Source: an optimization exercise on an open RTL-to-GDS flow (aim: small area and a short achievable clock period). Production flows keep margins and buffers that such runs may drop. Function was checked by simulation only, so behaviour that the tests miss may differ from the original.

--- design/flow/standard.sh ---
#!/bin/bash
# synth_recipe.tcl (not shown) runs the flow's synth.tcl, then flattens the netlist and writes it again
# the make line also repeats each setting of config.mk as NAME=value (left out here)
make -C /OpenROAD-flow-scripts/flow DESIGN_CONFIG=/design/flow/config.mk WORK_HOME=/design/flow/orfs CLKGATE_MAP_FILE= SYNTH_SCRIPT=/design/flow/synth_recipe.tcl "${@:-finish}"
--- design/flow/flow/run.sh ---
#!/bin/bash
# Standard layout (bash standard.sh: the standard flow's own synthesis and ORFS steps), with
# three changes:
# - the port buffers are buf_2 cells instead of the default choice
#   (clkdlybuf4s50_1, a delay cell); every port is still buffered;
# - timing repair aims for 11.9 ns of setup slack at the design's clock period,
#   so the resizer speeds up the critical paths instead of stopping once the
#   16 ns period is met;
# - clock tree synthesis uses a sky130_fd_sc_hd__clkbuf_16 root buffer, sky130_fd_sc_hd__clkbuf_8 buffers below it,
#   and inserts no dummy loads.
# The full output of the layout goes to standard.log.
set -euo pipefail
export BUFFER_PORTS_ARGS="-buffer_cell sky130_fd_sc_hd__buf_2"
export SETUP_SLACK_MARGIN=11.9
export CTS_ARGS="-sink_clustering_enable -repair_clock_nets -root_buf sky130_fd_sc_hd__clkbuf_16 -buf_list {sky130_fd_sc_hd__clkbuf_8} -dont_use_dummy_load"
bash standard.sh > standard.log 2>&1
--- design/flow/design.v ---
module DSP(
input clk,
input rst,
input [15:0] dout,
output G2,
output [15:0] o
    );
reg [15:0] d0, d1, d2, d3, d4, d5, d6, d7;  
reg [18:0] sb;                              
reg [3:0]  co;                               
reg [3:0]  c;                               
reg [9:0]  q;                               
wire        old_ok = c[3];                  
wire [15:0] nd7    = ~(d7 & {16{old_ok}});    
wire [15:0] y;
wire rc1;
wire rc2;
wire rc3;
wire rc4;
wire [18:0] r;
wire ap_g0;
wire ap_p0;
wire ap_g1;
wire ap_p1;
wire ap_g2;
wire ap_p2;
wire ap_g3;
wire ap_p3;
wire ap_g4;
wire ap_p4;
wire ap_g5;
wire ap_p5;
wire ap_g6;
wire ap_p6;
wire ap_g7;
wire ap_p7;
wire ap_g8;
wire ap_p8;
wire ap_g9;
wire ap_p9;
wire ap_g10;
wire ap_p10;
wire ap_g11;
wire ap_p11;
wire ap_g12;
wire ap_p12;
wire ap_g13;
wire ap_p13;
wire ap_g14;
wire ap_p14;
wire ap_g15;
wire ap_p15;
wire ap_g16;
wire ap_p16;
wire ap_g17;
wire ap_p17;
wire ap_g18;
wire ap_p18;
wire ap_g0c;
wire ap_G1;
wire ap_G2;
wire ap_P2;
wire ap_G3;
wire ap_P3;
wire ap_G4;
wire ap_P4;
wire ap_G5;
wire ap_P5;
wire ap_G6;
wire ap_P6;
wire ap_G7;
wire ap_P7;
wire ap_G8;
wire ap_P8;
wire ap_G9;
wire ap_P9;
wire ap_G10;
wire ap_G11;
wire ap_G12;
wire ap_P12;
wire ap_G13;
wire ap_P13;
wire ap_G14;
wire ap_P14;
wire ap_G15;
wire ap_P15;
wire ap_G16;
wire ap_P16;
wire ap_G17;
wire ap_P17;
wire ap_G18;
wire ap_P18;
wire ap_G19;
wire ap_G20;
wire ap_G21;
wire ap_G22;
wire ap_G23;
wire ap_P23;
wire ap_G24;
wire ap_P24;
wire ap_G25;
wire ap_P25;
wire ap_G26;
wire ap_P26;
wire ap_G27;
wire ap_G28;
wire ap_G29;
wire ap_G30;
wire ap_G31;
wire ap_G32;
wire ap_G33;
wire ap_G34;
wire ap_G35;
wire ap_G36;
wire ap_G37;
wire ap_s0;
wire ap_s1;
wire ap_s2;
wire ap_s3;
wire ap_s4;
wire ap_s5;
wire ap_s6;
wire ap_s7;
wire ap_s8;
wire ap_s9;
wire ap_s10;
wire ap_s11;
wire ap_s12;
wire ap_s13;
wire ap_s14;
wire ap_s15;
wire ap_s16;
wire ap_s17;
wire ap_s18;
wire [18:0] p;
wire ab0__g0;
wire ab0__p0;
wire ab0__g1;
wire ab0__p1;
wire ab0__g2;
wire ab0__p2;
wire ab0__g3;
wire ab0__p3;
wire ab0__G1;
wire ab0__P1;
wire ab0__G2;
wire ab0__P2;
wire ab0__G3;
wire ab0__G4;
wire ab0__G5;
wire ab0__s0;
wire ab0__s1;
wire ab0__s2;
wire ab0__s3;
wire ab1__g0;
wire ab1__p0;
wire ab1__g1;
wire ab1__p1;
wire ab1__g2;
wire ab1__p2;
wire ab1__g3;
wire ab1__p3;
wire ab1__G1;
wire ab1__P1;
wire ab1__G2;
wire ab1__P2;
wire ab1__G3;
wire ab1__G4;
wire ab1__G5;
wire ab1__s0;
wire ab1__s1;
wire ab1__s2;
wire ab1__s3;
wire ab2__g0;
wire ab2__p0;
wire ab2__g1;
wire ab2__p1;
wire ab2__g2;
wire ab2__p2;
wire ab2__g3;
wire ab2__p3;
wire ab2__G1;
wire ab2__P1;
wire ab2__G2;
wire ab2__P2;
wire ab2__G3;
wire ab2__G4;
wire ab2__G5;
wire ab2__s0;
wire ab2__s1;
wire ab2__s2;
wire ab2__s3;
wire ab3__g0;
wire ab3__p0;
wire ab3__g1;
wire ab3__p1;
wire ab3__g2;
wire ab3__p2;
wire ab3__g3;
wire ab3__p3;
wire ab3__G1;
wire ab3__P1;
wire ab3__G2;
wire ab3__P2;
wire ab3__G3;
wire ab3__G4;
wire ab3__G5;
wire ab3__s0;
wire ab3__s1;
wire ab3__s2;
wire ab3__s3;
wire [18:0] sb_next;
wire [3:0] co_next;
wire tx0;
wire tk1;
wire tx1;
wire tk2;
wire tx2;
wire tk3;
wire tx3;
wire tk4;
wire tx4;
wire tk5;
wire tx5;
wire tk6;
wire tx6;
wire tk7;
wire tx7;
wire tk8;
wire tx8;
wire tk9;
wire tx9;
wire tk10;
wire tx10;
wire tk11;
wire tx11;
wire tk12;
wire tx12;
wire tk13;
wire tx13;
wire tk14;
wire tx14;
wire tk15;
wire tx15;
wire tk16;
wire tx16;
wire tk17;
wire tx17;
wire tk18;
wire tx18;
wire tk19;
wire tx19;
wire tk20;
wire tx20;
wire tk21;
wire tx21;
wire tk22;
wire aq_g0;
wire aq_p0;
wire aq_g1;
wire aq_p1;
wire aq_g2;
wire aq_p2;
wire aq_g3;
wire aq_p3;
wire aq_g4;
wire aq_p4;
wire aq_g5;
wire aq_p5;
wire aq_g6;
wire aq_p6;
wire aq_g7;
wire aq_p7;
wire aq_g8;
wire aq_p8;
wire aq_g9;
wire aq_p9;
wire aq_g10;
wire aq_p10;
wire aq_g11;
wire aq_p11;
wire aq_g12;
wire aq_p12;
wire aq_g13;
wire aq_p13;
wire aq_g14;
wire aq_p14;
wire aq_g15;
wire aq_p15;
wire aq_g16;
wire aq_p16;
wire aq_g17;
wire aq_p17;
wire aq_g18;
wire aq_p18;
wire aq_g19;
wire aq_p19;
wire aq_g20;
wire aq_p20;
wire aq_g21;
wire aq_p21;
wire aq_g0c;
wire aq_G1;
wire aq_P1;
wire aq_G2;
wire aq_P2;
wire aq_G3;
wire aq_P3;
wire aq_G4;
wire aq_P4;
wire aq_G5;
wire aq_P5;
wire aq_G6;
wire aq_P6;
wire aq_G7;
wire aq_P7;
wire aq_G8;
wire aq_P8;
wire aq_G9;
wire aq_P9;
wire aq_G10;
wire aq_P10;
wire aq_G11;
wire aq_P11;
wire aq_G12;
wire aq_P12;
wire aq_G13;
wire aq_P13;
wire aq_G14;
wire aq_P14;
wire aq_G15;
wire aq_P15;
wire aq_G16;
wire aq_P16;
wire aq_G17;
wire aq_P17;
wire aq_G18;
wire aq_P18;
wire aq_G19;
wire aq_P19;
wire aq_G20;
wire aq_P20;
wire aq_G21;
wire aq_G22;
wire aq_P22;
wire aq_G23;
wire aq_P23;
wire aq_G24;
wire aq_P24;
wire aq_G25;
wire aq_P25;
wire aq_G26;
wire aq_P26;
wire aq_G27;
wire aq_P27;
wire aq_G28;
wire aq_P28;
wire aq_G29;
wire aq_P29;
wire aq_G30;
wire aq_P30;
wire aq_G31;
wire aq_P31;
wire aq_G32;
wire aq_P32;
wire aq_G33;
wire aq_P33;
wire aq_G34;
wire aq_P34;
wire aq_G35;
wire aq_P35;
wire aq_G36;
wire aq_P36;
wire aq_G37;
wire aq_P37;
wire aq_G38;
wire aq_P38;
wire aq_G39;
wire aq_P39;
wire aq_G40;
wire aq_G41;
wire aq_G42;
wire aq_P42;
wire aq_G43;
wire aq_P43;
wire aq_G44;
wire aq_P44;
wire aq_G45;
wire aq_P45;
wire aq_G46;
wire aq_P46;
wire aq_G47;
wire aq_P47;
wire aq_G48;
wire aq_P48;
wire aq_G49;
wire aq_P49;
wire aq_G50;
wire aq_P50;
wire aq_G51;
wire aq_P51;
wire aq_G52;
wire aq_P52;
wire aq_G53;
wire aq_P53;
wire aq_G54;
wire aq_P54;
wire aq_G55;
wire aq_P55;
wire aq_G56;
wire aq_G57;
wire aq_G58;
wire aq_G59;
wire aq_G60;
wire aq_P60;
wire aq_G61;
wire aq_P61;
wire aq_G62;
wire aq_P62;
wire aq_G63;
wire aq_P63;
wire aq_G64;
wire aq_P64;
wire aq_G65;
wire aq_P65;
wire aq_G66;
wire aq_G67;
wire aq_G68;
wire aq_G69;
wire aq_G70;
wire aq_G71;
wire aq_G72;
wire aq_G73;
wire aq_G74;
wire aq_G75;
wire aq_G76;
wire aq_G77;
wire aq_G78;
wire aq_G79;
wire aq_s0;
wire aq_s1;
wire aq_s2;
wire aq_s3;
wire aq_s4;
wire aq_s5;
wire aq_s6;
wire aq_s7;
wire aq_s8;
wire aq_s9;
wire aq_s10;
wire aq_s11;
wire aq_s12;
wire aq_s13;
wire aq_s14;
wire aq_s15;
wire aq_s16;
wire aq_s17;
wire aq_s18;
wire aq_s19;
wire aq_s20;
wire aq_s21;
wire [9:0] qn;
assign rc1 = co[0];
assign rc2 = co[1] | (sb[4] & sb[5] & sb[6] & sb[7] & rc1);
assign rc3 = co[2] | (sb[8] & sb[9] & sb[10] & sb[11] & rc2);
assign rc4 = co[3] | (sb[12] & sb[13] & sb[14] & sb[15] & rc3);
assign r = {(sb[18] ^ (rc4 & sb[16] & sb[17])), (sb[17] ^ (rc4 & sb[16])), (sb[16] ^ (rc4)), (sb[15] ^ (rc3 & sb[12] & sb[13] & sb[14])), (sb[14] ^ (rc3 & sb[12] & sb[13])), (sb[13] ^ (rc3 & sb[12])), (sb[12] ^ (rc3)), (sb[11] ^ (rc2 & sb[8] & sb[9] & sb[10])), (sb[10] ^ (rc2 & sb[8] & sb[9])), (sb[9] ^ (rc2 & sb[8])), (sb[8] ^ (rc2)), (sb[7] ^ (rc1 & sb[4] & sb[5] & sb[6])), (sb[6] ^ (rc1 & sb[4] & sb[5])), (sb[5] ^ (rc1 & sb[4])), (sb[4] ^ (rc1)), sb[3], sb[2], sb[1], sb[0]};
assign ap_g0 = r[0] & nd7[0];
assign ap_p0 = r[0] ^ nd7[0];
assign ap_g1 = r[1] & nd7[1];
assign ap_p1 = r[1] ^ nd7[1];
assign ap_g2 = r[2] & nd7[2];
assign ap_p2 = r[2] ^ nd7[2];
assign ap_g3 = r[3] & nd7[3];
assign ap_p3 = r[3] ^ nd7[3];
assign ap_g4 = r[4] & nd7[4];
assign ap_p4 = r[4] ^ nd7[4];
assign ap_g5 = r[5] & nd7[5];
assign ap_p5 = r[5] ^ nd7[5];
assign ap_g6 = r[6] & nd7[6];
assign ap_p6 = r[6] ^ nd7[6];
assign ap_g7 = r[7] & nd7[7];
assign ap_p7 = r[7] ^ nd7[7];
assign ap_g8 = r[8] & nd7[8];
assign ap_p8 = r[8] ^ nd7[8];
assign ap_g9 = r[9] & nd7[9];
assign ap_p9 = r[9] ^ nd7[9];
assign ap_g10 = r[10] & nd7[10];
assign ap_p10 = r[10] ^ nd7[10];
assign ap_g11 = r[11] & nd7[11];
assign ap_p11 = r[11] ^ nd7[11];
assign ap_g12 = r[12] & nd7[12];
assign ap_p12 = r[12] ^ nd7[12];
assign ap_g13 = r[13] & nd7[13];
assign ap_p13 = r[13] ^ nd7[13];
assign ap_g14 = r[14] & nd7[14];
assign ap_p14 = r[14] ^ nd7[14];
assign ap_g15 = r[15] & nd7[15];
assign ap_p15 = r[15] ^ nd7[15];
assign ap_g16 = r[16] & 1'b1;
assign ap_p16 = r[16] ^ 1'b1;
assign ap_g17 = r[17] & 1'b1;
assign ap_p17 = r[17] ^ 1'b1;
assign ap_g18 = r[18] & 1'b1;
assign ap_p18 = r[18] ^ 1'b1;
assign ap_g0c = ap_g0 | (ap_p0 & 1'b1);
assign ap_G1 = ap_g1 | (ap_p1 & ap_g0c);
assign ap_G2 = ap_g3 | (ap_p3 & ap_g2);
assign ap_P2 = ap_p3 & ap_p2;
assign ap_G3 = ap_g5 | (ap_p5 & ap_g4);
assign ap_P3 = ap_p5 & ap_p4;
assign ap_G4 = ap_g7 | (ap_p7 & ap_g6);
assign ap_P4 = ap_p7 & ap_p6;
assign ap_G5 = ap_g9 | (ap_p9 & ap_g8);
assign ap_P5 = ap_p9 & ap_p8;
assign ap_G6 = ap_g11 | (ap_p11 & ap_g10);
assign ap_P6 = ap_p11 & ap_p10;
assign ap_G7 = ap_g13 | (ap_p13 & ap_g12);
assign ap_P7 = ap_p13 & ap_p12;
assign ap_G8 = ap_g15 | (ap_p15 & ap_g14);
assign ap_P8 = ap_p15 & ap_p14;
assign ap_G9 = ap_g17 | (ap_p17 & ap_g16);
assign ap_P9 = ap_p17 & ap_p16;
assign ap_G10 = ap_g2 | (ap_p2 & ap_G1);
assign ap_G11 = ap_G2 | (ap_P2 & ap_G1);
assign ap_G12 = ap_g6 | (ap_p6 & ap_G3);
assign ap_P12 = ap_p6 & ap_P3;
assign ap_G13 = ap_G4 | (ap_P4 & ap_G3);
assign ap_P13 = ap_P4 & ap_P3;
assign ap_G14 = ap_g10 | (ap_p10 & ap_G5);
assign ap_P14 = ap_p10 & ap_P5;
assign ap_G15 = ap_G6 | (ap_P6 & ap_G5);
assign ap_P15 = ap_P6 & ap_P5;
assign ap_G16 = ap_g14 | (ap_p14 & ap_G7);
assign ap_P16 = ap_p14 & ap_P7;
assign ap_G17 = ap_G8 | (ap_P8 & ap_G7);
assign ap_P17 = ap_P8 & ap_P7;
assign ap_G18 = ap_g18 | (ap_p18 & ap_G9);
assign ap_P18 = ap_p18 & ap_P9;
assign ap_G19 = ap_g4 | (ap_p4 & ap_G11);
assign ap_G20 = ap_G3 | (ap_P3 & ap_G11);
assign ap_G21 = ap_G12 | (ap_P12 & ap_G11);
assign ap_G22 = ap_G13 | (ap_P13 & ap_G11);
assign ap_G23 = ap_g12 | (ap_p12 & ap_G15);
assign ap_P23 = ap_p12 & ap_P15;
assign ap_G24 = ap_G7 | (ap_P7 & ap_G15);
assign ap_P24 = ap_P7 & ap_P15;
assign ap_G25 = ap_G16 | (ap_P16 & ap_G15);
assign ap_P25 = ap_P16 & ap_P15;
assign ap_G26 = ap_G17 | (ap_P17 & ap_G15);
assign ap_P26 = ap_P17 & ap_P15;
assign ap_G27 = ap_g8 | (ap_p8 & ap_G22);
assign ap_G28 = ap_G5 | (ap_P5 & ap_G22);
assign ap_G29 = ap_G14 | (ap_P14 & ap_G22);
assign ap_G30 = ap_G15 | (ap_P15 & ap_G22);
assign ap_G31 = ap_G23 | (ap_P23 & ap_G22);
assign ap_G32 = ap_G24 | (ap_P24 & ap_G22);
assign ap_G33 = ap_G25 | (ap_P25 & ap_G22);
assign ap_G34 = ap_G26 | (ap_P26 & ap_G22);
assign ap_G35 = ap_g16 | (ap_p16 & ap_G34);
assign ap_G36 = ap_G9 | (ap_P9 & ap_G34);
assign ap_G37 = ap_G18 | (ap_P18 & ap_G34);
assign ap_s0 = ap_p0 ^ 1'b1;
assign ap_s1 = ap_p1 ^ ap_g0c;
assign ap_s2 = ap_p2 ^ ap_G1;
assign ap_s3 = ap_p3 ^ ap_G10;
assign ap_s4 = ap_p4 ^ ap_G11;
assign ap_s5 = ap_p5 ^ ap_G19;
assign ap_s6 = ap_p6 ^ ap_G20;
assign ap_s7 = ap_p7 ^ ap_G21;
assign ap_s8 = ap_p8 ^ ap_G22;
assign ap_s9 = ap_p9 ^ ap_G27;
assign ap_s10 = ap_p10 ^ ap_G28;
assign ap_s11 = ap_p11 ^ ap_G29;
assign ap_s12 = ap_p12 ^ ap_G30;
assign ap_s13 = ap_p13 ^ ap_G31;
assign ap_s14 = ap_p14 ^ ap_G32;
assign ap_s15 = ap_p15 ^ ap_G33;
assign ap_s16 = ap_p16 ^ ap_G34;
assign ap_s17 = ap_p17 ^ ap_G35;
assign ap_s18 = ap_p18 ^ ap_G36;
assign p = {ap_s18, ap_s17, ap_s16, ap_s15, ap_s14, ap_s13, ap_s12, ap_s11, ap_s10, ap_s9, ap_s8, ap_s7, ap_s6, ap_s5, ap_s4, ap_s3, ap_s2, ap_s1, ap_s0};
assign ab0__g0 = p[0] & dout[0];
assign ab0__p0 = p[0] ^ dout[0];
assign ab0__g1 = p[1] & dout[1];
assign ab0__p1 = p[1] ^ dout[1];
assign ab0__g2 = p[2] & dout[2];
assign ab0__p2 = p[2] ^ dout[2];
assign ab0__g3 = p[3] & dout[3];
assign ab0__p3 = p[3] ^ dout[3];
assign ab0__G1 = ab0__g3 | (ab0__p3 & ab0__g2);
assign ab0__P1 = ab0__p3 & ab0__p2;
assign ab0__G2 = ab0__g2 | (ab0__p2 & ab0__g1);
assign ab0__P2 = ab0__p2 & ab0__p1;
assign ab0__G3 = ab0__g1 | (ab0__p1 & ab0__g0);
assign ab0__G4 = ab0__G1 | (ab0__P1 & ab0__G3);
assign ab0__G5 = ab0__G2 | (ab0__P2 & ab0__g0);
assign ab0__s0 = ab0__p0 ^ 1'b0;
assign ab0__s1 = ab0__p1 ^ ab0__g0;
assign ab0__s2 = ab0__p2 ^ ab0__G3;
assign ab0__s3 = ab0__p3 ^ ab0__G5;
assign ab1__g0 = p[4] & dout[4];
assign ab1__p0 = p[4] ^ dout[4];
assign ab1__g1 = p[5] & dout[5];
assign ab1__p1 = p[5] ^ dout[5];
assign ab1__g2 = p[6] & dout[6];
assign ab1__p2 = p[6] ^ dout[6];
assign ab1__g3 = p[7] & dout[7];
assign ab1__p3 = p[7] ^ dout[7];
assign ab1__G1 = ab1__g3 | (ab1__p3 & ab1__g2);
assign ab1__P1 = ab1__p3 & ab1__p2;
assign ab1__G2 = ab1__g2 | (ab1__p2 & ab1__g1);
assign ab1__P2 = ab1__p2 & ab1__p1;
assign ab1__G3 = ab1__g1 | (ab1__p1 & ab1__g0);
assign ab1__G4 = ab1__G1 | (ab1__P1 & ab1__G3);
assign ab1__G5 = ab1__G2 | (ab1__P2 & ab1__g0);
assign ab1__s0 = ab1__p0 ^ 1'b0;
assign ab1__s1 = ab1__p1 ^ ab1__g0;
assign ab1__s2 = ab1__p2 ^ ab1__G3;
assign ab1__s3 = ab1__p3 ^ ab1__G5;
assign ab2__g0 = p[8] & dout[8];
assign ab2__p0 = p[8] ^ dout[8];
assign ab2__g1 = p[9] & dout[9];
assign ab2__p1 = p[9] ^ dout[9];
assign ab2__g2 = p[10] & dout[10];
assign ab2__p2 = p[10] ^ dout[10];
assign ab2__g3 = p[11] & dout[11];
assign ab2__p3 = p[11] ^ dout[11];
assign ab2__G1 = ab2__g3 | (ab2__p3 & ab2__g2);
assign ab2__P1 = ab2__p3 & ab2__p2;
assign ab2__G2 = ab2__g2 | (ab2__p2 & ab2__g1);
assign ab2__P2 = ab2__p2 & ab2__p1;
assign ab2__G3 = ab2__g1 | (ab2__p1 & ab2__g0);
assign ab2__G4 = ab2__G1 | (ab2__P1 & ab2__G3);
assign ab2__G5 = ab2__G2 | (ab2__P2 & ab2__g0);
assign ab2__s0 = ab2__p0 ^ 1'b0;
assign ab2__s1 = ab2__p1 ^ ab2__g0;
assign ab2__s2 = ab2__p2 ^ ab2__G3;
assign ab2__s3 = ab2__p3 ^ ab2__G5;
assign ab3__g0 = p[12] & dout[12];
assign ab3__p0 = p[12] ^ dout[12];
assign ab3__g1 = p[13] & dout[13];
assign ab3__p1 = p[13] ^ dout[13];
assign ab3__g2 = p[14] & dout[14];
assign ab3__p2 = p[14] ^ dout[14];
assign ab3__g3 = p[15] & dout[15];
assign ab3__p3 = p[15] ^ dout[15];
assign ab3__G1 = ab3__g3 | (ab3__p3 & ab3__g2);
assign ab3__P1 = ab3__p3 & ab3__p2;
assign ab3__G2 = ab3__g2 | (ab3__p2 & ab3__g1);
assign ab3__P2 = ab3__p2 & ab3__p1;
assign ab3__G3 = ab3__g1 | (ab3__p1 & ab3__g0);
assign ab3__G4 = ab3__G1 | (ab3__P1 & ab3__G3);
assign ab3__G5 = ab3__G2 | (ab3__P2 & ab3__g0);
assign ab3__s0 = ab3__p0 ^ 1'b0;
assign ab3__s1 = ab3__p1 ^ ab3__g0;
assign ab3__s2 = ab3__p2 ^ ab3__G3;
assign ab3__s3 = ab3__p3 ^ ab3__G5;
assign sb_next = {p[18:16], ab3__s3, ab3__s2, ab3__s1, ab3__s0, ab2__s3, ab2__s2, ab2__s1, ab2__s0, ab1__s3, ab1__s2, ab1__s1, ab1__s0, ab0__s3, ab0__s2, ab0__s1, ab0__s0};
assign co_next = {ab3__G4, ab2__G4, ab1__G4, ab0__G4};
assign tx0 = ~y[0] ^ y[6];
assign tk1 = ~y[0] & y[6];
assign tx1 = ~y[1] ^ y[7];
assign tk2 = ~y[1] & y[7];
assign tx2 = ~y[2] ^ y[8];
assign tk3 = ~y[2] & y[8];
assign tx3 = ~y[3] ^ y[9];
assign tk4 = ~y[3] & y[9];
assign tx4 = ~y[4] ^ y[10];
assign tk5 = ~y[4] & y[10];
assign tx5 = ~y[5] ^ y[11];
assign tk6 = ~y[5] & y[11];
assign tx6 = y[0] ^ ~y[6] ^ y[12];
assign tk7 = (y[0] & ~y[6]) | (y[0] & y[12]) | (~y[6] & y[12]);
assign tx7 = y[1] ^ ~y[7] ^ y[13];
assign tk8 = (y[1] & ~y[7]) | (y[1] & y[13]) | (~y[7] & y[13]);
assign tx8 = y[2] ^ ~y[8] ^ y[14];
assign tk9 = (y[2] & ~y[8]) | (y[2] & y[14]) | (~y[8] & y[14]);
assign tx9 = y[3] ^ ~y[9] ^ y[15];
assign tk10 = (y[3] & ~y[9]) | (y[3] & y[15]) | (~y[9] & y[15]);
assign tx10 = y[4] ^ ~y[10];
assign tk11 = y[4] & ~y[10];
assign tx11 = y[5] ^ ~y[11];
assign tk12 = y[5] & ~y[11];
assign tx12 = y[6] ^ ~y[12];
assign tk13 = y[6] & ~y[12];
assign tx13 = y[7] ^ ~y[13];
assign tk14 = y[7] & ~y[13];
assign tx14 = y[8] ^ ~y[14];
assign tk15 = y[8] & ~y[14];
assign tx15 = y[9] ^ ~y[15];
assign tk16 = y[9] & ~y[15];
assign tx16 = y[10] ^ 1'b1;
assign tk17 = y[10] & 1'b1;
assign tx17 = y[11] ^ 1'b1;
assign tk18 = y[11] & 1'b1;
assign tx18 = y[12] ^ 1'b1;
assign tk19 = y[12] & 1'b1;
assign tx19 = y[13] ^ 1'b1;
assign tk20 = y[13] & 1'b1;
assign tx20 = y[14] ^ 1'b1;
assign tk21 = y[14] & 1'b1;
assign tx21 = y[15] ^ 1'b1;
assign tk22 = y[15] & 1'b1;
assign aq_g0 = tx0 & 1'b0;
assign aq_p0 = tx0 ^ 1'b0;
assign aq_g1 = tx1 & tk1;
assign aq_p1 = tx1 ^ tk1;
assign aq_g2 = tx2 & tk2;
assign aq_p2 = tx2 ^ tk2;
assign aq_g3 = tx3 & tk3;
assign aq_p3 = tx3 ^ tk3;
assign aq_g4 = tx4 & tk4;
assign aq_p4 = tx4 ^ tk4;
assign aq_g5 = tx5 & tk5;
assign aq_p5 = tx5 ^ tk5;
assign aq_g6 = tx6 & tk6;
assign aq_p6 = tx6 ^ tk6;
assign aq_g7 = tx7 & tk7;
assign aq_p7 = tx7 ^ tk7;
assign aq_g8 = tx8 & tk8;
assign aq_p8 = tx8 ^ tk8;
assign aq_g9 = tx9 & tk9;
assign aq_p9 = tx9 ^ tk9;
assign aq_g10 = tx10 & tk10;
assign aq_p10 = tx10 ^ tk10;
assign aq_g11 = tx11 & tk11;
assign aq_p11 = tx11 ^ tk11;
assign aq_g12 = tx12 & tk12;
assign aq_p12 = tx12 ^ tk12;
assign aq_g13 = tx13 & tk13;
assign aq_p13 = tx13 ^ tk13;
assign aq_g14 = tx14 & tk14;
assign aq_p14 = tx14 ^ tk14;
assign aq_g15 = tx15 & tk15;
assign aq_p15 = tx15 ^ tk15;
assign aq_g16 = tx16 & tk16;
assign aq_p16 = tx16 ^ tk16;
assign aq_g17 = tx17 & tk17;
assign aq_p17 = tx17 ^ tk17;
assign aq_g18 = tx18 & tk18;
assign aq_p18 = tx18 ^ tk18;
assign aq_g19 = tx19 & tk19;
assign aq_p19 = tx19 ^ tk19;
assign aq_g20 = tx20 & tk20;
assign aq_p20 = tx20 ^ tk20;
assign aq_g21 = tx21 & tk21;
assign aq_p21 = tx21 ^ tk21;
assign aq_g0c = aq_g0 | (aq_p0 & 1'b1);
assign aq_G1 = aq_g21 | (aq_p21 & aq_g20);
assign aq_P1 = aq_p21 & aq_p20;
assign aq_G2 = aq_g20 | (aq_p20 & aq_g19);
assign aq_P2 = aq_p20 & aq_p19;
assign aq_G3 = aq_g19 | (aq_p19 & aq_g18);
assign aq_P3 = aq_p19 & aq_p18;
assign aq_G4 = aq_g18 | (aq_p18 & aq_g17);
assign aq_P4 = aq_p18 & aq_p17;
assign aq_G5 = aq_g17 | (aq_p17 & aq_g16);
assign aq_P5 = aq_p17 & aq_p16;
assign aq_G6 = aq_g16 | (aq_p16 & aq_g15);
assign aq_P6 = aq_p16 & aq_p15;
assign aq_G7 = aq_g15 | (aq_p15 & aq_g14);
assign aq_P7 = aq_p15 & aq_p14;
assign aq_G8 = aq_g14 | (aq_p14 & aq_g13);
assign aq_P8 = aq_p14 & aq_p13;
assign aq_G9 = aq_g13 | (aq_p13 & aq_g12);
assign aq_P9 = aq_p13 & aq_p12;
assign aq_G10 = aq_g12 | (aq_p12 & aq_g11);
assign aq_P10 = aq_p12 & aq_p11;
assign aq_G11 = aq_g11 | (aq_p11 & aq_g10);
assign aq_P11 = aq_p11 & aq_p10;
assign aq_G12 = aq_g10 | (aq_p10 & aq_g9);
assign aq_P12 = aq_p10 & aq_p9;
assign aq_G13 = aq_g9 | (aq_p9 & aq_g8);
assign aq_P13 = aq_p9 & aq_p8;
assign aq_G14 = aq_g8 | (aq_p8 & aq_g7);
assign aq_P14 = aq_p8 & aq_p7;
assign aq_G15 = aq_g7 | (aq_p7 & aq_g6);
assign aq_P15 = aq_p7 & aq_p6;
assign aq_G16 = aq_g6 | (aq_p6 & aq_g5);
assign aq_P16 = aq_p6 & aq_p5;
assign aq_G17 = aq_g5 | (aq_p5 & aq_g4);
assign aq_P17 = aq_p5 & aq_p4;
assign aq_G18 = aq_g4 | (aq_p4 & aq_g3);
assign aq_P18 = aq_p4 & aq_p3;
assign aq_G19 = aq_g3 | (aq_p3 & aq_g2);
assign aq_P19 = aq_p3 & aq_p2;
assign aq_G20 = aq_g2 | (aq_p2 & aq_g1);
assign aq_P20 = aq_p2 & aq_p1;
assign aq_G21 = aq_g1 | (aq_p1 & aq_g0c);
assign aq_G22 = aq_G1 | (aq_P1 & aq_G3);
assign aq_P22 = aq_P1 & aq_P3;
assign aq_G23 = aq_G2 | (aq_P2 & aq_G4);
assign aq_P23 = aq_P2 & aq_P4;
assign aq_G24 = aq_G3 | (aq_P3 & aq_G5);
assign aq_P24 = aq_P3 & aq_P5;
assign aq_G25 = aq_G4 | (aq_P4 & aq_G6);
assign aq_P25 = aq_P4 & aq_P6;
assign aq_G26 = aq_G5 | (aq_P5 & aq_G7);
assign aq_P26 = aq_P5 & aq_P7;
assign aq_G27 = aq_G6 | (aq_P6 & aq_G8);
assign aq_P27 = aq_P6 & aq_P8;
assign aq_G28 = aq_G7 | (aq_P7 & aq_G9);
assign aq_P28 = aq_P7 & aq_P9;
assign aq_G29 = aq_G8 | (aq_P8 & aq_G10);
assign aq_P29 = aq_P8 & aq_P10;
assign aq_G30 = aq_G9 | (aq_P9 & aq_G11);
assign aq_P30 = aq_P9 & aq_P11;
assign aq_G31 = aq_G10 | (aq_P10 & aq_G12);
assign aq_P31 = aq_P10 & aq_P12;
assign aq_G32 = aq_G11 | (aq_P11 & aq_G13);
assign aq_P32 = aq_P11 & aq_P13;
assign aq_G33 = aq_G12 | (aq_P12 & aq_G14);
assign aq_P33 = aq_P12 & aq_P14;
assign aq_G34 = aq_G13 | (aq_P13 & aq_G15);
assign aq_P34 = aq_P13 & aq_P15;
assign aq_G35 = aq_G14 | (aq_P14 & aq_G16);
assign aq_P35 = aq_P14 & aq_P16;
assign aq_G36 = aq_G15 | (aq_P15 & aq_G17);
assign aq_P36 = aq_P15 & aq_P17;
assign aq_G37 = aq_G16 | (aq_P16 & aq_G18);
assign aq_P37 = aq_P16 & aq_P18;
assign aq_G38 = aq_G17 | (aq_P17 & aq_G19);
assign aq_P38 = aq_P17 & aq_P19;
assign aq_G39 = aq_G18 | (aq_P18 & aq_G20);
assign aq_P39 = aq_P18 & aq_P20;
assign aq_G40 = aq_G19 | (aq_P19 & aq_G21);
assign aq_G41 = aq_G20 | (aq_P20 & aq_g0c);
assign aq_G42 = aq_G22 | (aq_P22 & aq_G26);
assign aq_P42 = aq_P22 & aq_P26;
assign aq_G43 = aq_G23 | (aq_P23 & aq_G27);
assign aq_P43 = aq_P23 & aq_P27;
assign aq_G44 = aq_G24 | (aq_P24 & aq_G28);
assign aq_P44 = aq_P24 & aq_P28;
assign aq_G45 = aq_G25 | (aq_P25 & aq_G29);
assign aq_P45 = aq_P25 & aq_P29;
assign aq_G46 = aq_G26 | (aq_P26 & aq_G30);
assign aq_P46 = aq_P26 & aq_P30;
assign aq_G47 = aq_G27 | (aq_P27 & aq_G31);
assign aq_P47 = aq_P27 & aq_P31;
assign aq_G48 = aq_G28 | (aq_P28 & aq_G32);
assign aq_P48 = aq_P28 & aq_P32;
assign aq_G49 = aq_G29 | (aq_P29 & aq_G33);
assign aq_P49 = aq_P29 & aq_P33;
assign aq_G50 = aq_G30 | (aq_P30 & aq_G34);
assign aq_P50 = aq_P30 & aq_P34;
assign aq_G51 = aq_G31 | (aq_P31 & aq_G35);
assign aq_P51 = aq_P31 & aq_P35;
assign aq_G52 = aq_G32 | (aq_P32 & aq_G36);
assign aq_P52 = aq_P32 & aq_P36;
assign aq_G53 = aq_G33 | (aq_P33 & aq_G37);
assign aq_P53 = aq_P33 & aq_P37;
assign aq_G54 = aq_G34 | (aq_P34 & aq_G38);
assign aq_P54 = aq_P34 & aq_P38;
assign aq_G55 = aq_G35 | (aq_P35 & aq_G39);
assign aq_P55 = aq_P35 & aq_P39;
assign aq_G56 = aq_G36 | (aq_P36 & aq_G40);
assign aq_G57 = aq_G37 | (aq_P37 & aq_G41);
assign aq_G58 = aq_G38 | (aq_P38 & aq_G21);
assign aq_G59 = aq_G39 | (aq_P39 & aq_g0c);
assign aq_G60 = aq_G42 | (aq_P42 & aq_G50);
assign aq_P60 = aq_P42 & aq_P50;
assign aq_G61 = aq_G43 | (aq_P43 & aq_G51);
assign aq_P61 = aq_P43 & aq_P51;
assign aq_G62 = aq_G44 | (aq_P44 & aq_G52);
assign aq_P62 = aq_P44 & aq_P52;
assign aq_G63 = aq_G45 | (aq_P45 & aq_G53);
assign aq_P63 = aq_P45 & aq_P53;
assign aq_G64 = aq_G46 | (aq_P46 & aq_G54);
assign aq_P64 = aq_P46 & aq_P54;
assign aq_G65 = aq_G47 | (aq_P47 & aq_G55);
assign aq_P65 = aq_P47 & aq_P55;
assign aq_G66 = aq_G48 | (aq_P48 & aq_G56);
assign aq_G67 = aq_G49 | (aq_P49 & aq_G57);
assign aq_G68 = aq_G50 | (aq_P50 & aq_G58);
assign aq_G69 = aq_G51 | (aq_P51 & aq_G59);
assign aq_G70 = aq_G52 | (aq_P52 & aq_G40);
assign aq_G71 = aq_G53 | (aq_P53 & aq_G41);
assign aq_G72 = aq_G54 | (aq_P54 & aq_G21);
assign aq_G73 = aq_G55 | (aq_P55 & aq_g0c);
assign aq_G74 = aq_G60 | (aq_P60 & aq_G58);
assign aq_G75 = aq_G61 | (aq_P61 & aq_G59);
assign aq_G76 = aq_G62 | (aq_P62 & aq_G40);
assign aq_G77 = aq_G63 | (aq_P63 & aq_G41);
assign aq_G78 = aq_G64 | (aq_P64 & aq_G21);
assign aq_G79 = aq_G65 | (aq_P65 & aq_g0c);
assign aq_s0 = aq_p0 ^ 1'b1;
assign aq_s1 = aq_p1 ^ aq_g0c;
assign aq_s2 = aq_p2 ^ aq_G21;
assign aq_s3 = aq_p3 ^ aq_G41;
assign aq_s4 = aq_p4 ^ aq_G40;
assign aq_s5 = aq_p5 ^ aq_G59;
assign aq_s6 = aq_p6 ^ aq_G58;
assign aq_s7 = aq_p7 ^ aq_G57;
assign aq_s8 = aq_p8 ^ aq_G56;
assign aq_s9 = aq_p9 ^ aq_G73;
assign aq_s10 = aq_p10 ^ aq_G72;
assign aq_s11 = aq_p11 ^ aq_G71;
assign aq_s12 = aq_p12 ^ aq_G70;
assign aq_s13 = aq_p13 ^ aq_G69;
assign aq_s14 = aq_p14 ^ aq_G68;
assign aq_s15 = aq_p15 ^ aq_G67;
assign aq_s16 = aq_p16 ^ aq_G66;
assign aq_s17 = aq_p17 ^ aq_G79;
assign aq_s18 = aq_p18 ^ aq_G78;
assign aq_s19 = aq_p19 ^ aq_G77;
assign aq_s20 = aq_p20 ^ aq_G76;
assign aq_s21 = aq_p21 ^ aq_G75;
assign qn = {aq_s21, aq_s20, aq_s19, aq_s18, aq_s17, aq_s16, aq_s15, aq_s14, aq_s13, aq_s12};
assign y = r[18:3];
always @(posedge clk) begin
  d0 <= dout;
  d1 <= d0;
  d2 <= d1;
  d3 <= d2;
  d4 <= d3;
  d5 <= d4;
  d6 <= d5;
  d7 <= d6;
  if (rst) begin
    sb <= 19'd0;
    co <= 4'd0;
    c  <= 4'd0;
    q  <= 10'd0;
  end else begin
    sb <= sb_next;
    co <= co_next;
    c  <= c + {3'd0, ~old_ok};
    q  <= qn;
  end
end
assign o  = {6'd0, q};
assign G2 = 1'b0;
endmodule
--- design/flow/config.mk ---
export PLATFORM = sky130hd
export DESIGN_NAME = DSP
export DESIGN_NICKNAME = DSP
export VERILOG_FILES = /design/flow/design.v
export SDC_FILE = /design/flow/constraint.sdc
export NUM_CORES = 4
export LEC_CHECK = 0
export CAP_MARGIN = 20
export CORE_MARGIN = 2
export CORE_UTILIZATION = 30
export SLEW_MARGIN = 20
--- design/flow/constraint.sdc ---
create_clock -name core_clock -period 16.0 [get_ports {clk}]
set_input_delay 3.2000 -clock core_clock [delete_from_list [all_inputs] [get_ports {clk}]]
set_output_delay 3.2000 -clock core_clock [all_outputs]
set_load 0.01 [all_outputs]
==> out/qor_table.md, run 1 <==
| Quantity | This run |
|---|---|
| Worst setup path class | in -> reg |
| CP endpoint kind | register |
| H-tree levels | 4 |
| Worst-case register-to-register setup slack | 12.06 ns |
| Yosys Warn Count | 1 |
| Final design instance area without fill | 6900 µm² |
| Min-delay src | d4[4] |
| Via-to-Cell Ratio | 4.25 |
| Layout net count | 675 |
| Final worst-path cycle share | 25.1% |
| Number of buffers created by CTS | 17 |
| Final WL | 9.95 mm |
| # setup viols final | 0 |
| Depth of the worst register-to-register path | 18 |
| Final hold violation count | 0 |
| Met3 capacity usage during global routing | 3.54% |
| HPWL after DPL | 7.41 mm |
| Synthesized area per cell | 11.8 µm² |
| Max-slew violations | 0 |
| Iteration-0 DRC Markers | 145 |
| Dominant register cell in the synthesized netlist | dfxtp_1 |
| Clk sinks | 165 |
| Die Footprint | 21,300 µm² |
| GR Util All Layers | 9.97% |
| Core Region | 19,600 µm² |
| Data required time at the worst endpoint | 16.22 ns |
| Max-slew headroom at the worst pin | 50.8% |
| Insertion delay of the later-clocked pin in the worst-skew pair | 0.37 ns |
| Post-synthesis register bit count | 165 |
| Setup_tns | 0 ns |
| TritonCTS clock tree | built |
| Category of the worst setup path launch point | input pin |
| Clock-pin slew on the worst setup and hold paths | 0.07 ns |
| Worst hold path endpoint | d5[4] |
| Number of maximum-capacitance violations | 0 |
| Number of filler instances in the final layout | 1,950 |
| Fin Clk Skew | 0.0259 ns |
| Achievable Freq | 0.249 GHz |
| Cell count after placement | 799 |
| Leading cell type in the layout, fill and taps excluded | dfxtp_1 |
| Grt met1 use | 12.3% |
| Layout area overhead | 14.3% |
| Sequential area share after synthesis | 54.7% |
| Shortest clock period the worst path allows after layout | 4.02 ns |
| Mapped Cells | 514 |
| Final instance count without filler cells | 825 |
| Count of input and output buffers | 27 |
| Core Rows | 51 |
| Grt peak-use layer | met2 |
| Commonest cells after routing, fill and taps aside | dfxtp_1, ha_1, nor2_1, inv_1 |
| Unique masters post-synth | 43 |
| Fraction of synthesis flops using an asynchronous set or reset pin | 0% |
| Layout cell share with drive strength beyond 1 | 13.6% |
| Origin of the critical flop-to-flop path | sb[5] |
| Setup repair after global routing missed its margin | true |
| Final GP Congestion | 0.767 |
| Total I/O pin count | 35 |
| Number of buffers inserted by hold repair at cts | 0 |
| Initial cell density of the core | 30.8% |
| Largest net degree at the start of global routing | 39 |
| Max Buffers Root-to-Sink | 2 |
| Pre-Repair DR Iteration Count | 4 |
| Capture point of the worst reg-to-reg path | q[3] |
| Root buf cell | clkbuf_16 |
| Global-route wire length before repair | 16.7 mm |
| Slew of the pin with the lowest slew margin | 0.738 ns |
| Total overflow reported by the global router | 0 |
| Chip height | 146 µm |
| Diode insertion count for antenna repair | 0 |
| Maximum fanout along the worst path | 2 |
| Data arrival time of the critical path | 4.25 ns |
| Count of cells along the worst hold path | 0 |
| Area of the mapped netlist | 6040 µm² |
| Post-route DRC violation count | 0 |
| Die X | 146 µm |
| Number of nets still failing antenna checks after routing | 0 |
| Outcome | no timing/DRC/antenna violations |
| Number of antenna violations at the first check in global routing | 0 |
| Number of enable-type register cells in the synthesized netlist | 0 |
| Type of the worst min-delay path | reg -> reg |
| Total via count after detailed routing | 3,508 |
| Number of global-route vias before repair | 3,623 |
| Placed standard-cell area | 6520 µm² |
| Met2 Use GR | 15.5% |
| Average routed wire per standard cell | 12.1 µm |
synthesized netlist by cell type, types with 4 or more instances:
master    count  area, µm²
clkbuf_1      5       18.8
o21ai_0      10       50.1
o21a_1        4       30.0
nand2_1      23       86.3
xor2_1       14        123
a21o_1       17        128
nand4_1       4       25.0
dfxtp_1     165       3300
nor2_1       37        139
buf_4         7       52.6
a21oi_1      28        140
ha_1         83       1040
xnor2_1      19        166
fa_1         12        240
nor2b_1      13       81.3
inv_1        33        124
registers in the layout (all words and copies together), names as in the netlist:
name / count
d7: 16
sb: 19
d5: 16
d0: 16
d1: 16
d2: 16
d4: 16
d6: 16
c: 4
q: 10
d3: 16
co: 4
metrics by stage:
step / setup WS [ns] / hold WS, ns / util [%]
floorplan: 11.82 / 0.310 / -
global placement: 11.62 / 0.310 / 33.3
detailed placement: 11.59 / 0.312 / 33.3
CTS: 11.85 / 0.310 / 34.6
global route: 11.84 / 0.314 / 35.2
finish: 11.98 / 0.308 / 35.2
how the worst max path moves through the flow:
stage	start	end	slack, ns	cells past startpoint
after global routing	sb[5]	q[3]	11.84	18
after CTS	sb[5]	q[3]	11.85	17
final	dout[12]	co[3]	11.98	6
after detailed placement	dout[12]	co[3]	11.59	6
after global placement	dout[8]	co[2]	11.62	6
after floorplan	dout[12]	co[3]	11.82	5
critical path, cell delays in order:
cell and delay (ns):
buf_2 0.13, ha_4 0.16, fa_2 0.39, a21o_1 0.19
a21oi_1 0.12, nor2_1 0.05
metal layers:
layer	vias up	share of wire, %
li1	1781	-
met3	14	4.1
met4	0	1.8
met2	73	46
met1	1640	49
met5	-	0
what timing repair did:
item | CTS | global route
gates resized for setup | 4 | 8
endpoints found under the setup margin | 5 | 9
buffers inserted | 0 | 9
pin swaps | 1 | 5
logic make-up after synthesis:
group | Yosys count | share of synthesized area, %
flops | 165 | 54.7
simple gates | 94 | 7.31
compound gates | 79 | 8.49
buf+inv | 46 | 3.29
xor+xnor | 33 | 4.79
other cells | 1 | 0.0621
mux | 1 | 0.186
fa+ha+maj | 95 | 21.2
cell type report:
cell class,instances,area (µm²),area share (%)
multi-input cells,309,2690,39.0
repair buffers,36,203,2.94
clock buffers,17,245,3.55
well taps,265,332,4.81
inverters,33,124,1.80
flip-flops and latches,165,3310,47.9
==> inputs of run 2 (changes only) <==
--- a/design/flow/config.mk
+++ b/design/flow/config.mk
@@ -7,5 +7,5 @@
 export LEC_CHECK = 0
 export CAP_MARGIN = 20
 export CORE_MARGIN = 2
-export CORE_UTILIZATION = 30
+export CORE_UTILIZATION = 50
 export SLEW_MARGIN = 20
==> out/qor_table.md, run 2 <==
| Quantity | This run | vs previous |
|---|---|---|
| Outcome | no timing/DRC/antenna violations | unchanged |
| Achievable Freq | 0.248 GHz | was 0.249 GHz |
| Final core utilization | 56.4% | was 35.2% |
| Setup_tns | 0 ns | unchanged |
| Origin of the critical flop-to-flop path | sb[5] | unchanged |
| Worst setup slack after placement | 11.60 ns | was 11.59 ns |
| TritonCTS clock tree | built | unchanged |
| Register with the highest flop count | sb | unchanged |
| Total overflow reported by the global router | 0 | unchanged |
| Leading cell type in the layout, fill and taps excluded | dfxtp_1 | unchanged |
| Layout cell share with drive strength beyond 1 | 13.0% | was 13.6% |
| Root buf cell | clkbuf_16 | unchanged |
| Placed standard-cell area | 6370 µm² | was 6520 µm² |
| Unique masters post-synth | 43 | unchanged |
| Cell count after placement | 681 | was 799 |
| Category of the worst setup path launch point | input pin | unchanged |
| Slew of the pin with the lowest slew margin | 0.705 ns | was 0.738 ns |
| Worst setup path class | in -> reg | unchanged |
| Die Footprint | 13,000 µm² | was 21,300 µm² |
| Timing endpoint of the critical path | co[2] | was co[3] |
| Number of global-route vias before repair | 3,423 | was 3,623 |
| Clk sinks | 165 | unchanged |
| Data arrival time of the critical path | 4.24 ns | was 4.25 ns |
| Layout net count | 670 | was 675 |
| Max Buffers Root-to-Sink | 2 | unchanged |
| Post-route DRC violation count | 0 | unchanged |
| Number of buffers created by CTS | 17 | unchanged |
| Clock-pin slew on the worst setup and hold paths | 0.07 ns | about the same |
| Mapped Cells | 514 | unchanged |
| Chip height | 114 µm | was 146 µm |
| Core Region | 11,900 µm² | was 19,600 µm² |
| Via-to-Cell Ratio | 4.87 | was 4.25 |
| Final WL | 9.03 mm | was 9.95 mm |
| Final worst-path cycle share | 25.2% | was 25.1% |
| Layout area overhead | 11.2% | was 14.3% |
| Sequential area share after synthesis | 54.7% | unchanged |
| Worst setup path start | dout[8] | was dout[12] |
| Final critical-path setup slack | 11.97 ns | was 11.98 ns |
| Core Rows | 40 | was 51 |
| Worst Hold Margin | 0.302 ns | was 0.308 ns |
| Final GP Congestion | 0.790 | was 0.767 |
| Dominant register cell in the synthesized netlist | dfxtp_1 | unchanged |
| Shortest clock period the worst path allows after layout | 4.03 ns | was 4.02 ns |
| Max-slew headroom at the worst pin | 53.0% | was 50.8% |
| Maximum fanout along the worst path | 2 | unchanged |
| Number of antenna violations at the first check in global routing | 0 | unchanged |
| Diode insertion count for antenna repair | 0 | unchanged |
| HPWL after DPL | 6.75 mm | was 7.41 mm |
| Worst-case register-to-register setup slack | 12.14 ns | was 12.06 ns |
| Fin Clk Skew | 0.0193 ns | was 0.0259 ns |
| Yosys Warn Count | 1 | unchanged |
| Largest net degree at the start of global routing | 39 | unchanged |
| Post-synthesis register bit count | 165 | unchanged |
| Global-route wire length before repair | 15.5 mm | was 16.7 mm |
| Capture point of the worst reg-to-reg path | q[3] | unchanged |
| Total I/O pin count | 35 | unchanged |
| Initial cell density of the core | 50.7% | was 30.8% |
| Setup repair after global routing missed its margin | false | was true |
| Max-slew violations | 0 | unchanged |
| Cell taking the most area after synthesis | dfxtp_1 | unchanged |
| Critical-path cell with the highest stage delay | fa_2 | unchanged |
| Count of input and output buffers | 27 | unchanged |
| Synth cell count leaders | dfxtp_1, ha_1, nor2_1 | unchanged |
| Number of buffers inserted by hold repair at cts | 0 | unchanged |
| Number of enable-type register cells in the synthesized netlist | 0 | unchanged |
| # setup viols final | 0 | unchanged |
| Max reg flops | 19 | unchanged |
| Number of nets still failing antenna checks after routing | 0 | unchanged |
| Top cells by area, synth | dfxtp_1, ha_1, fa_1 | unchanged |
| Area of the mapped netlist | 6040 µm² | unchanged |
| Pre-Repair DR Iteration Count | 4 | unchanged |
| Commonest cells after routing, fill and taps aside | dfxtp_1, ha_1, nor2_1, inv_1, buf_2 | was dfxtp_1, ha_1, nor2_1, inv_1 |
| Average routed wire per standard cell | 12.9 µm | was 12.1 µm |
| Data required time at the worst endpoint | 16.22 ns | about the same |
| Number of maximum-capacitance violations | 0 | unchanged |
| Insertion delay of the later-clocked pin in the worst-skew pair | 0.36 ns | was 0.37 ns |
| Depth of the worst register-to-register path | 18 | unchanged |
| H-tree levels | 4 | unchanged |
| Number of filler instances in the final layout | 1,040 | was 1,950 |
| Die X | 114 µm | was 146 µm |
| Synthesized area per cell | 11.8 µm² | unchanged |
| Share of the synthesized area in the top cell type | 54.7% | unchanged |
| Iteration-0 DRC Markers | 117 | was 145 |
| CP endpoint kind | register | unchanged |
| GR Util All Layers | 15.5% | was 9.97% |
| Type of the worst min-delay path | reg -> reg | unchanged |
| Final design instance area without fill | 6720 µm² | was 6900 µm² |
| Final instance count without filler cells | 702 | was 825 |
| Final hold violation count | 0 | unchanged |
| Fraction of synthesis flops using an asynchronous set or reset pin | 0% | unchanged |
| Total via count after detailed routing | 3,419 | was 3,508 |
| Count leader, synth | dfxtp_1 | unchanged |
| Worst stage delay on the critical path | 0.39 ns | about the same |
| CP cell instances | buf_2, ha_4, fa_2, a21o_1, a21oi_1, nor2_1 | unchanged |
==> run 2: what timing repair did <==
action | in CTS | in global routing
setup endpoints to repair | 7 | 10
pin swaps | 1 | 6
buffers inserted | 0 | 4
gates resized for setup | 5 | 9
gates cloned | 0 | 0
==> run 2: worst min-delay path by stage <==
stage	from	to	slack, ns	cells past startpoint
detailed placement	d1[6]	d2[6]	0.31	0
global placement	d0[0]	d1[0]	0.31	0
CTS	d5[1]	d6[1]	0.30	0
global route	d5[1]	d6[1]	0.31	0
floorplan	d0[0]	d1[0]	0.31	0
finish	d5[1]	d6[1]	0.30	0
==> run 2: logic make-up (layout without fill, tap and decap cells) <==
kind of cell | count (synthesis) | after routing | share of synthesized area [%]
xor gates and xnor gates | 33 | 33 | 4.79
buffers and inverters | 46 | 81 | 3.29
adders and majority gates | 95 | 95 | 21.2
muxes | 1 | 1 | 0.186
and+or+nand+nor | 94 | 94 | 7.31
AOI/OAI and AO/OA | 79 | 79 | 8.49
other | 1 | 7 | 0.0621
DFF | 165 | 165 | 54.7
==> run 2: final cells by class <==
cell class / count / area, µm² / share of cell area (%)
Tap cell: 147 / 184 / 2.74
Multi-Input combinational cell: 309 / 2690 / 40.1
Inverter: 33 / 124 / 1.84
Clock buffer: 17 / 245 / 3.65
Sequential cell: 165 / 3310 / 49.2
Timing Repair Buffer: 31 / 165 / 2.46
==> run 2: worst max-delay path, delay by kind of cell <==
kind / cells / cell delay [ns]
adder cells (fa/ha/maj): 2 / 0.55
buffers and inverters: 1 / 0.12
AO/OA/AOI/OAI: 2 / 0.32
AND/OR/NAND/NOR: 1 / 0.05
==> run 2: layer usage <==
| metal | vias up | part of all wire, % | GRT usage [%] |
|---|---|---|---|
| li1 | 1777 | - | - |
| met2 | 55 | 45 | 23.9 |
| met1 | 1573 | 49 | 20.5 |
| met5 | - | 0 | 0 |
| met4 | 0 | 1.9 | 6.42 |
| met3 | 14 | 4.2 | 4.78 |
==> inputs of run 3 (changes only) <==
--- a/design/flow/config.mk
+++ b/design/flow/config.mk
@@ -7,5 +7,5 @@
 export LEC_CHECK = 0
 export CAP_MARGIN = 20
 export CORE_MARGIN = 2
-export CORE_UTILIZATION = 50
+export CORE_UTILIZATION = 40
 export SLEW_MARGIN = 20
==> out/qor_table.md, run 3 <==
| Quantity | This run | vs previous |
|---|---|---|
| Origin of the critical flop-to-flop path | sb[5] | unchanged |
| Clk sinks | 165 | unchanged |
| Fin Clk Skew | 0.0226 ns | was 0.0193 ns |
| Final design instance area without fill | 6740 µm² | was 6720 µm² |
| Diode insertion count for antenna repair | 0 | unchanged |
| Area of the mapped netlist | 6040 µm² | unchanged |
| Type of the worst min-delay path | reg -> reg | unchanged |
| Register with the highest flop count | sb | unchanged |
| Share of the synthesized area in the top cell type | 54.7% | unchanged |
| Category of the worst setup path launch point | input pin | unchanged |
| Via-to-Cell Ratio | 4.69 | was 4.87 |
| Worst setup slack after placement | 11.59 ns | was 11.60 ns |
| Maximum fanout along the worst path | 2 | unchanged |
| Cell taking the most area after synthesis | dfxtp_1 | unchanged |
| Max-slew headroom at the worst pin | 50.7% | was 53.0% |
| Number of antenna violations at the first check in global routing | 0 | unchanged |
| Setup_tns | 0 ns | unchanged |
| Sequential area share after synthesis | 54.7% | unchanged |
| H-tree levels | 4 | unchanged |
| Final worst-path cycle share | 25.1% | was 25.2% |
| Outcome | no timing/DRC/antenna violations | unchanged |
| Number of nets still failing antenna checks after routing | 0 | unchanged |
| Core Rows | 44 | was 40 |
| Iteration-0 DRC Markers | 150 | was 117 |
| Total overflow reported by the global router | 0 | unchanged |
| Count leader, synth | dfxtp_1 | unchanged |
| Max-slew violations | 0 | unchanged |
| Initial cell density of the core | 41.2% | was 50.7% |
| Average routed wire per standard cell | 13.1 µm | was 12.9 µm |
| Max reg flops | 19 | unchanged |
| Synthesized area per cell | 11.8 µm² | unchanged |
| Capture point of the worst reg-to-reg path | q[3] | unchanged |
| Global-route wire length before repair | 16.4 mm | was 15.5 mm |
| Worst hold path endpoint | d5[1] | was d6[1] |
| Layout cell share with drive strength beyond 1 | 12.8% | was 13.0% |
| Die Footprint | 16,100 µm² | was 13,000 µm² |
| Number of global-route vias before repair | 3,587 | was 3,423 |
| Setup repair after global routing missed its margin | true | was false |
| Final GP Congestion | 0.757 | was 0.790 |
| Achievable Freq | 0.249 GHz | was 0.248 GHz |
| Slew of the pin with the lowest slew margin | 0.739 ns | was 0.705 ns |
| Worst setup path class | in -> reg | unchanged |
| Largest net degree at the start of global routing | 39 | unchanged |
| Pre-Repair DR Iteration Count | 4 | unchanged |
| Final WL | 9.67 mm | was 9.03 mm |
| Synth cell count leaders | dfxtp_1, ha_1, nor2_1 | unchanged |
| Core Region | 14,600 µm² | was 11,900 µm² |
| Commonest cells after routing, fill and taps aside | dfxtp_1, ha_1, nor2_1, inv_1, buf_2 | unchanged |
| Unique masters post-synth | 43 | unchanged |
| Final critical-path setup slack | 11.98 ns | was 11.97 ns |
| Post-synthesis register bit count | 165 | unchanged |
| Fraction of synthesis flops using an asynchronous set or reset pin | 0% | unchanged |
| Critical-path cell with the highest stage delay | fa_2 | unchanged |
| Min-delay src | d4[1] | was d5[1] |
| Shortest clock period the worst path allows after layout | 4.02 ns | was 4.03 ns |
| Final instance count without filler cells | 739 | was 702 |
| Total I/O pin count | 35 | unchanged |
| Number of maximum-capacitance violations | 0 | unchanged |
| Worst-case register-to-register setup slack | 12.03 ns | was 12.14 ns |
| Chip height | 127 µm | was 114 µm |
| Max Buffers Root-to-Sink | 2 | unchanged |
| Insertion delay of the later-clocked pin in the worst-skew pair | 0.37 ns | was 0.36 ns |
| Post-route DRC violation count | 0 | unchanged |
| CP endpoint kind | register | unchanged |
| Yosys Warn Count | 1 | unchanged |
| Final core utilization | 46.0% | was 56.4% |
| Worst Hold Margin | 0.309 ns | was 0.302 ns |
| Die X | 127 µm | was 114 µm |
| Count of cells along the worst hold path | 0 | unchanged |
| Depth of the worst register-to-register path | 18 | unchanged |
| Dominant register cell in the synthesized netlist | dfxtp_1 | unchanged |
| Layout area overhead | 11.6% | was 11.2% |
| Top cells by area, synth | dfxtp_1, ha_1, fa_1 | unchanged |
| Total via count after detailed routing | 3,469 | was 3,419 |
| Leading cell type in the layout, fill and taps excluded | dfxtp_1 | unchanged |
| Data arrival time of the critical path | 4.23 ns | was 4.24 ns |
| Data required time at the worst endpoint | 16.21 ns | was 16.22 ns |
| Number of enable-type register cells in the synthesized netlist | 0 | unchanged |
| Mapped Cells | 514 | unchanged |
| TritonCTS clock tree | built | unchanged |
| Worst stage delay on the critical path | 0.39 ns | about the same |
| Number of buffers created by CTS | 17 | unchanged |
| Layout net count | 670 | unchanged |
| Clock-pin slew on the worst setup and hold paths | 0.08 ns | was 0.07 ns |
| HPWL after DPL | 7.17 mm | was 6.75 mm |
| GR Util All Layers | 13.1% | was 15.5% |
| Placed standard-cell area | 6420 µm² | was 6370 µm² |
| Root buf cell | clkbuf_16 | unchanged |
| CP cell instances | buf_2, ha_4, fa_2, a21o_1, a21oi_1, nor2_1 | unchanged |
| # setup viols final | 0 | unchanged |
| Final hold violation count | 0 | unchanged |
| Cell count after placement | 718 | was 681 |
| Count of input and output buffers | 27 | unchanged |
[run 3: cell counts after synthesis]
Identical to the previous run, type by type.
[run 3: per-layer routing]
metal  track usage [%]  vias up  share of wire (%)
met5                 0        -                  0
met3              4.72       21                4.3
met4              6.46        0                2.8
met1              16.0     1600                 48
li1                  -     1770                  -
met2              20.5       78                 45
[run 3: layout make-up]
class | count | area, µm²
clock buffer | 17 | 245
fill | 1352 | 7900
inverter | 33 | 124
multi-input combinational | 309 | 2670
sequential | 165 | 3310
tap | 184 | 230
timing repair buffer | 31 | 165
[run 3: cells by family after synthesis]
logic type               Yosys count  synth area share, %
AO/OA/AOI/OAI                     79                 8.49
XOR/XNOR                          33                 4.79
adder cells (fa/ha/maj)           95                 21.2
buffers and inverters             46                 3.29
flip-flops                       165                 54.7
multiplexers                       1                0.186
other                              1               0.0621
AND/OR/NAND/NOR                   94                 7.31
[run 3: worst max-delay path by stage]
stage / cells past startpoint / slack (ns) / start / to
2_1_floorplan: 5 / 11.82 / dout[12] / co[3]
3_3_place_gp: 6 / 11.63 / dout[4] / co[1]
3_5_place_dp: 6 / 11.59 / dout[8] / co[2]
4_1_cts: 16 / 11.79 / sb[5] / q[3]
5_1_grt: 18 / 11.83 / sb[5] / q[3]
6_report: 6 / 11.98 / dout[0] / co[0]
[run 3: repair_timing]
| action | in CTS | in global routing |
|---|---|---|
| resized for setup | 3 | 7 |
| pin swaps | 0 | 3 |
| endpoints found under the setup margin | 5 | 8 |
| hold buffers | 0 | 0 |
| buffers inserted | 0 | 4 |
[run 3: worst max-delay path: cells and delay by family]
| kind | cells | cell delay, ns |
|---|---|---|
| and+or+nand+nor | 1 | 0.05 |
| AOI/OAI and AO/OA | 2 | 0.31 |
| buffers and inverters | 1 | 0.12 |
| adders and majority gates | 2 | 0.55 |

==> what the ideal ports hide <==
The results above use ideal ports. As a check the final layouts listed here were re-extracted and re-timed, cells and wires unchanged.
Step 1 assumes that a clkbuf_16 drives the clock port and a buf_2 every other input.
Step 2 moves the port delays by t, midway between the first and last clock arrival at a register: inputs arrive t later, outputs are due t later. That takes back most of the time a late clock gives input paths.
a / b / c = ideal / step 1 / step 2; a / b = the first two.
| run | shift t [ns] | setup WS [ns] | hold slack, ns | latest minus earliest clock arrival (ns) |
|---|---|---|---|---|
| run 1 | 0.399 | 11.977 / 11.958 / 11.594 | 0.308 / 0.308 / 0.308 | 0.029 / 0.029 |
| run 2 | 0.398 | 11.974 / 11.975 / 11.599 | 0.302 / 0.302 / 0.302 | 0.026 / 0.025 |
| run 3 | 0.398 | 11.984 / 11.965 / 11.606 | 0.309 / 0.309 / 0.309 | 0.023 / 0.023 |
After both steps every run listed still meets setup and hold. The setup slack of run 1, which loses most, moves by -0.019 ns with the drivers and by -0.383 ns with both steps.
